What follows belongs to an exercise in optimizing a design on an open flow for small area, a short achievable clock period and few clock cycles per item; a production flow would make more cautious choices.
The clock input has no modelled driver; a real chip could not lean on it and would need a root buffer or a full tree.
Power figures rest on the tool's default switching activity, not on a simulated workload.

==> flow/design.v (excerpt) <==
module automaton(
    input               clk,
    input               rst,
    input      [31:0]   rule,
    output reg [5:0]    row,
    output reg [5:0]    col,
    output reg          world_we,
    input               world_in,
    output reg          world_out,
    output reg          update_done);
Size in the first run: about 360 cells after synthesis, about 150 flip-flops, about 50 I/O pins, ~5400 µm² of cells after synthesis.
==> flow/config.mk <==
export PLATFORM = sky130hd
export DESIGN_NAME = automaton
export DESIGN_NICKNAME = automaton
export VERILOG_FILES = /design/flow/design.v
export SDC_FILE = /design/flow/constraint.sdc
export NUM_CORES = 8
export LEC_CHECK = 0
export ABC_AREA = 1
export CAP_MARGIN = 20
export CORE_MARGIN = 2
export CORE_UTILIZATION = 40
export GPL_ROUTABILITY_DRIVEN = 1
export GPL_TIMING_DRIVEN = 1
export PLACE_DENSITY = 0.5
export SLEW_MARGIN = 20
==> flow/constraint.sdc <==
create_clock -name core_clock -period 10.0 [get_ports {clk}]
set_input_delay 2.0000 -clock core_clock [delete_from_list [all_inputs] [get_ports {clk}]]
set_output_delay 2.0000 -clock core_clock [all_outputs]
set_load 0.01 [all_outputs]
standard.sh (not shown) runs the stock make flow with config.mk's settings and CLKGATE_MAP_FILE= SYNTH_SCRIPT=/design/flow/synth_recipe.tcl, a recipe that flattens the netlist after the stock synthesis.
==> flow/flow/run.sh <==
#!/bin/bash
set -euo pipefail
bash standard.sh SETUP_SLACK_MARGIN=7.3 BUFFER_PORTS_ARGS="-buffer_cell sky130_fd_sc_hd__buf_1" PRE_CTS_TCL=$(pwd)/flow/own_cts.tcl OWN_CTS_BUF=sky130_fd_sc_hd__clkbuf_16 finish > standard.log 2>&1
==> flow/flow/own_cts.tcl <==
# Own clock tree, sourced as PRE_CTS_TCL. The clock port drives OWN_CTS_NBUF
# (4) clock buffers directly, and each buffer drives the clock pins of one
# group of flip-flops. The groups come from two cuts of the placed flip-flops:
# one across the longer or the shorter side, then one across each half. The
# cut positions are searched so that the group with the largest estimated
# load (pin capacitance plus the wire of a minimum spanning tree) is as light
# as it can be. Every flip-flop is one buffer away from the clock port.
# TritonCTS is then skipped; the rest of the CTS step (legalisation,
# repair_timing) runs as usual.
set bufcell sky130_fd_sc_hd__clkbuf_16
if {[info exists ::env(OWN_CTS_BUF)]} { set bufcell $::env(OWN_CTS_BUF) }

set db [ord::get_db]
set block [ord::get_db_block]
set master [$db findMaster $bufcell]
set clknet [$block findNet clk]
set dbu [$block getDbUnitsPerMicron]

set sinks {}
foreach it [$clknet getITerms] {
  set inst [$it getInst]
  set bb [$inst getBBox]
  set x [expr {([$bb xMin] + [$bb xMax]) / 2.0 / $dbu}]
  set y [expr {([$bb yMin] + [$bb yMax]) / 2.0 / $dbu}]
  lappend sinks [list $x $y $it]
}
puts "own_cts: [llength $sinks] clock sinks"

# estimated load of a group in fF: 1.8 fF per clock pin, 0.12 fF per um of
# the minimum spanning tree over the pins (Prim)
proc own_cts_cost {pts} {
  set n [llength $pts]
  if {$n == 0} { return 0 }
  set xs [lmap p $pts {lindex $p 0}]
  set ys [lmap p $pts {lindex $p 1}]
  set in [lrepeat $n 0]
  set d [lrepeat $n 1e18]
  lset d 0 0
  set tot 0.0
  for {set k 0} {$k < $n} {incr k} {
    set best -1; set bd 1e18
    for {set i 0} {$i < $n} {incr i} {
      if {![lindex $in $i] && [lindex $d $i] < $bd} { set bd [lindex $d $i]; set best $i }
    }
    lset in $best 1
    set tot [expr {$tot + $bd}]
    set bx [lindex $xs $best]; set by [lindex $ys $best]
    for {set i 0} {$i < $n} {incr i} {
      if {![lindex $in $i]} {
        set dd [expr {abs([lindex $xs $i] - $bx) + abs([lindex $ys $i] - $by)}]
        if {$dd < [lindex $d $i]} { lset d $i $dd }
      }
    }
  }
  return [expr {1.8 * $n + 0.12 * $tot}]
}

proc own_cts_cut {pts axis f} {
  set pts [lsort -real -index $axis $pts]
  set k [expr {int(round([llength $pts] * $f))}]
  return [list [lrange $pts 0 [expr {$k - 1}]] [lrange $pts $k end]]
}

set fracs {0.38 0.40 0.42 0.44 0.46 0.48 0.50 0.52 0.54 0.56 0.58 0.60 0.62}
set best {}
set bestcost 1e18
foreach axis {0 1} {
  foreach f1 $fracs {
    set halves [own_cts_cut $sinks $axis $f1]
    set sub {}
    set worst 0
    foreach h $halves {
      set hb {}; set hc 1e18
      foreach f2 $fracs {
        set q [own_cts_cut $h [expr {1 - $axis}] $f2]
        set c [expr {max([own_cts_cost [lindex $q 0]], [own_cts_cost [lindex $q 1]])}]
        if {$c < $hc} { set hc $c; set hb $q }
      }
      lappend sub {*}$hb
      set worst [expr {max($worst, $hc)}]
    }
    if {$worst < $bestcost} { set bestcost $worst; set best $sub }
  }
}
puts "own_cts: worst estimated group load [format %.1f $bestcost] fF"

set i 0
foreach g $best {
  set sx 0.0; set sy 0.0
  foreach p $g { set sx [expr {$sx + [lindex $p 0]}]; set sy [expr {$sy + [lindex $p 1]}] }
  set cx [expr {int($sx / [llength $g] * $dbu)}]
  set cy [expr {int($sy / [llength $g] * $dbu)}]
  set inst [odb::dbInst_create $block $master "clkbuf_own_$i"]
  set net [odb::dbNet_create $block "clknet_own_$i"]
  $net setSigType CLOCK
  [$inst findITerm A] connect $clknet
  [$inst findITerm X] connect $net
  foreach p $g {
    set it [lindex $p 2]
    $it disconnect
    $it connect $net
  }
  $inst setLocation $cx $cy
  $inst setPlacementStatus PLACED
  puts "own_cts: buffer $i at ($cx, $cy) drives [llength $g] sinks, estimated [format %.1f [own_cts_cost $g]] fF"
  incr i
}

rename clock_tree_synthesis tritoncts_unused
proc clock_tree_synthesis {args} {
  puts "own_cts: clock tree built by own_cts.tcl, TritonCTS skipped"
  set_propagated_clock [all_clocks]
}
The starting point finished with timing, DRC and antenna clean.
Change:
Settings changed: CORE_UTILIZATION 40 to 60, PLACE_DENSITY 0.5 to 0.65.
After rerunning:
- The new run went through all stages and came out clean
- sequential share of layout area goes up by 1.1 points
- via count goes up slightly
- design area goes down slightly
- area after synthesis does not change
- worst setup slack improved by 6.9 ps
- sequential power is about the same
- utilization goes up by 23 points
- worst hold slack hardly moves
- total power is about the same
- global-route usage goes up by 4.6 points
Change:
==> flow/flow/run.sh (replaced) <==
#!/bin/bash
set -euo pipefail
bash standard.sh SETUP_SLACK_MARGIN=7.4 BUFFER_PORTS_ARGS="-buffer_cell sky130_fd_sc_hd__buf_1" PRE_CTS_TCL=$(pwd)/flow/own_cts.tcl OWN_CTS_INV1=sky130_fd_sc_hd__inv_16 OWN_CTS_INV2=sky130_fd_sc_hd__inv_16 finish > standard.log 2>&1
--- a/flow/flow/own_cts.tcl
+++ b/flow/flow/own_cts.tcl
@@ -1,4 +1,6 @@
-# Own clock tree, sourced as PRE_CTS_TCL. The clock port drives OWN_CTS_NBUF
-# (4) clock buffers directly, and each buffer drives the clock pins of one
-# group of flip-flops. The groups come from two cuts of the placed flip-flops:
+# Own clock tree, sourced as PRE_CTS_TCL. The clock port drives 4 clock
+# buffers directly, and each buffer drives the clock pins of one group of
+# flip-flops. With OWN_CTS_INV1 and OWN_CTS_INV2 set, each buffer is instead a
+# pair of inverters: the port drives the first, the first drives only the
+# second, and the second drives the group. The groups come from two cuts of the placed flip-flops:
 # one across the longer or the shorter side, then one across each half. The
@@ -15,2 +17,7 @@
 set master [$db findMaster $bufcell]
+set inv1 ""
+if {[info exists ::env(OWN_CTS_INV1)] && [info exists ::env(OWN_CTS_INV2)]} {
+  set inv1 [$db findMaster $::env(OWN_CTS_INV1)]
+  set inv2 [$db findMaster $::env(OWN_CTS_INV2)]
+}
 set clknet [$block findNet clk]
@@ -92,7 +99,20 @@
   set cy [expr {int($sy / [llength $g] * $dbu)}]
-  set inst [odb::dbInst_create $block $master "clkbuf_own_$i"]
   set net [odb::dbNet_create $block "clknet_own_$i"]
   $net setSigType CLOCK
-  [$inst findITerm A] connect $clknet
-  [$inst findITerm X] connect $net
+  if {$inv1 eq ""} {
+    set inst [odb::dbInst_create $block $master "clkbuf_own_$i"]
+    [$inst findITerm A] connect $clknet
+    [$inst findITerm X] connect $net
+    set placed [list $inst]
+  } else {
+    set a [odb::dbInst_create $block $inv1 "clkinv_own_a$i"]
+    set b [odb::dbInst_create $block $inv2 "clkinv_own_b$i"]
+    set mid [odb::dbNet_create $block "clknet_own_m$i"]
+    $mid setSigType CLOCK
+    [$a findITerm A] connect $clknet
+    [$a findITerm Y] connect $mid
+    [$b findITerm A] connect $mid
+    [$b findITerm Y] connect $net
+    set placed [list $b $a]
+  }
   foreach p $g {
@@ -102,4 +122,8 @@
   }
-  $inst setLocation $cx $cy
-  $inst setPlacementStatus PLACED
+  set dx 0
+  foreach inst $placed {
+    $inst setLocation [expr {$cx + $dx}] $cy
+    $inst setPlacementStatus PLACED
+    set dx [expr {$dx + [[$inst getMaster] getWidth]}]
+  }
   puts "own_cts: buffer $i at ($cx, $cy) drives [llength $g] sinks, estimated [format %.1f [own_cts_cost $g]] fF"
Settings changed: CORE_UTILIZATION 60 to 50, PLACE_DENSITY 0.65 to 0.6.
Result:
- utilization climbs by 23 points
- final cell count came out higher by 37%
- worst hold slack got worse by 160 ps
Change:
==> flow/flow/run.sh (replaced) <==
#!/bin/bash
set -euo pipefail
bash standard.sh SETUP_SLACK_MARGIN=7.3 BUFFER_PORTS_ARGS="-buffer_cell sky130_fd_sc_hd__buf_1" PRE_CTS_TCL=$(pwd)/flow/own_cts.tcl OWN_CTS_BUF=sky130_fd_sc_hd__clkbuf_16 finish > standard.log 2>&1
--- a/flow/flow/own_cts.tcl
+++ b/flow/flow/own_cts.tcl
@@ -1,6 +1,4 @@
-# Own clock tree, sourced as PRE_CTS_TCL. The clock port drives 4 clock
-# buffers directly, and each buffer drives the clock pins of one group of
-# flip-flops. With OWN_CTS_INV1 and OWN_CTS_INV2 set, each buffer is instead a
-# pair of inverters: the port drives the first, the first drives only the
-# second, and the second drives the group. The groups come from two cuts of the placed flip-flops:
+# Own clock tree, sourced as PRE_CTS_TCL. The clock port drives OWN_CTS_NBUF
+# (4) clock buffers directly, and each buffer drives the clock pins of one
+# group of flip-flops. The groups come from two cuts of the placed flip-flops:
 # one across the longer or the shorter side, then one across each half. The
@@ -17,7 +15,2 @@
 set master [$db findMaster $bufcell]
-set inv1 ""
-if {[info exists ::env(OWN_CTS_INV1)] && [info exists ::env(OWN_CTS_INV2)]} {
-  set inv1 [$db findMaster $::env(OWN_CTS_INV1)]
-  set inv2 [$db findMaster $::env(OWN_CTS_INV2)]
-}
 set clknet [$block findNet clk]
@@ -99,20 +92,7 @@
   set cy [expr {int($sy / [llength $g] * $dbu)}]
+  set inst [odb::dbInst_create $block $master "clkbuf_own_$i"]
   set net [odb::dbNet_create $block "clknet_own_$i"]
   $net setSigType CLOCK
-  if {$inv1 eq ""} {
-    set inst [odb::dbInst_create $block $master "clkbuf_own_$i"]
-    [$inst findITerm A] connect $clknet
-    [$inst findITerm X] connect $net
-    set placed [list $inst]
-  } else {
-    set a [odb::dbInst_create $block $inv1 "clkinv_own_a$i"]
-    set b [odb::dbInst_create $block $inv2 "clkinv_own_b$i"]
-    set mid [odb::dbNet_create $block "clknet_own_m$i"]
-    $mid setSigType CLOCK
-    [$a findITerm A] connect $clknet
-    [$a findITerm Y] connect $mid
-    [$b findITerm A] connect $mid
-    [$b findITerm Y] connect $net
-    set placed [list $b $a]
-  }
+  [$inst findITerm A] connect $clknet
+  [$inst findITerm X] connect $net
   foreach p $g {
@@ -122,8 +102,4 @@
   }
-  set dx 0
-  foreach inst $placed {
-    $inst setLocation [expr {$cx + $dx}] $cy
-    $inst setPlacementStatus PLACED
-    set dx [expr {$dx + [[$inst getMaster] getWidth]}]
-  }
+  $inst setLocation $cx $cy
+  $inst setPlacementStatus PLACED
   puts "own_cts: buffer $i at ($cx, $cy) drives [llength $g] sinks, estimated [format %.1f [own_cts_cost $g]] fF"
Effect: The new run ran to the end with no violations; worst setup slack gains 410 ps; cell count went down by 24%; combinational power went down by 38%; clock skew went down by 190 ps; sequential share of layout area went up by 26 points; total power went down by 67%; wire length went down by 60%; area after synthesis is unchanged; first-iteration DRC count went down by 38%; critical path depth went down by 9; via count went down by 37%.
No functional check of the RTL was part of any run of this note. No run of this note takes its clock network from TritonCTS; it comes from the design's own scripts or RTL.

-- what the ideal ports hide --
Ports are ideal in the flow. The routed layouts listed here were re-timed in OpenROAD. Step 1, drivers: a clkbuf_16 drives clk and a buf_2 each remaining input, both assumed. Step 2 adds t to the input delays and takes it off the output delays; t is the mean of the earliest and latest rising clock arrival at the registers after step 1. Input paths then give back, and output paths get back, about the clock's delay inside the block. Slacks: ideal / step 1 / step 2; pairs: ideal / step 1.
run	shift t [ns]	setup slack, ns	hold WS [ns]	latest minus earliest clock arrival (ns)	worst slew at a driven data input, ns
the first run	0.256	7.290 / 7.217 / 7.086	0.411 / 0.411 / 0.411	0.013 / 0.013	0.04
the second run	0.249	7.297 / 7.222 / 7.098	0.413 / 0.413 / 0.413	0.013 / 0.013	0.04
the third run	0.682	6.862 / 6.750 / 6.672	0.255 / 0.256 / 0.256	0.218 / 0.214	0.04
the fourth run	0.254	7.277 / 7.249 / 7.077	0.414 / 0.414 / 0.414	0.009 / 0.009	0.03
After both steps setup and hold are still met in every run listed. The setup slack of the first run, which loses most, moves by -0.073 ns with the drivers and by -0.204 ns with both steps.
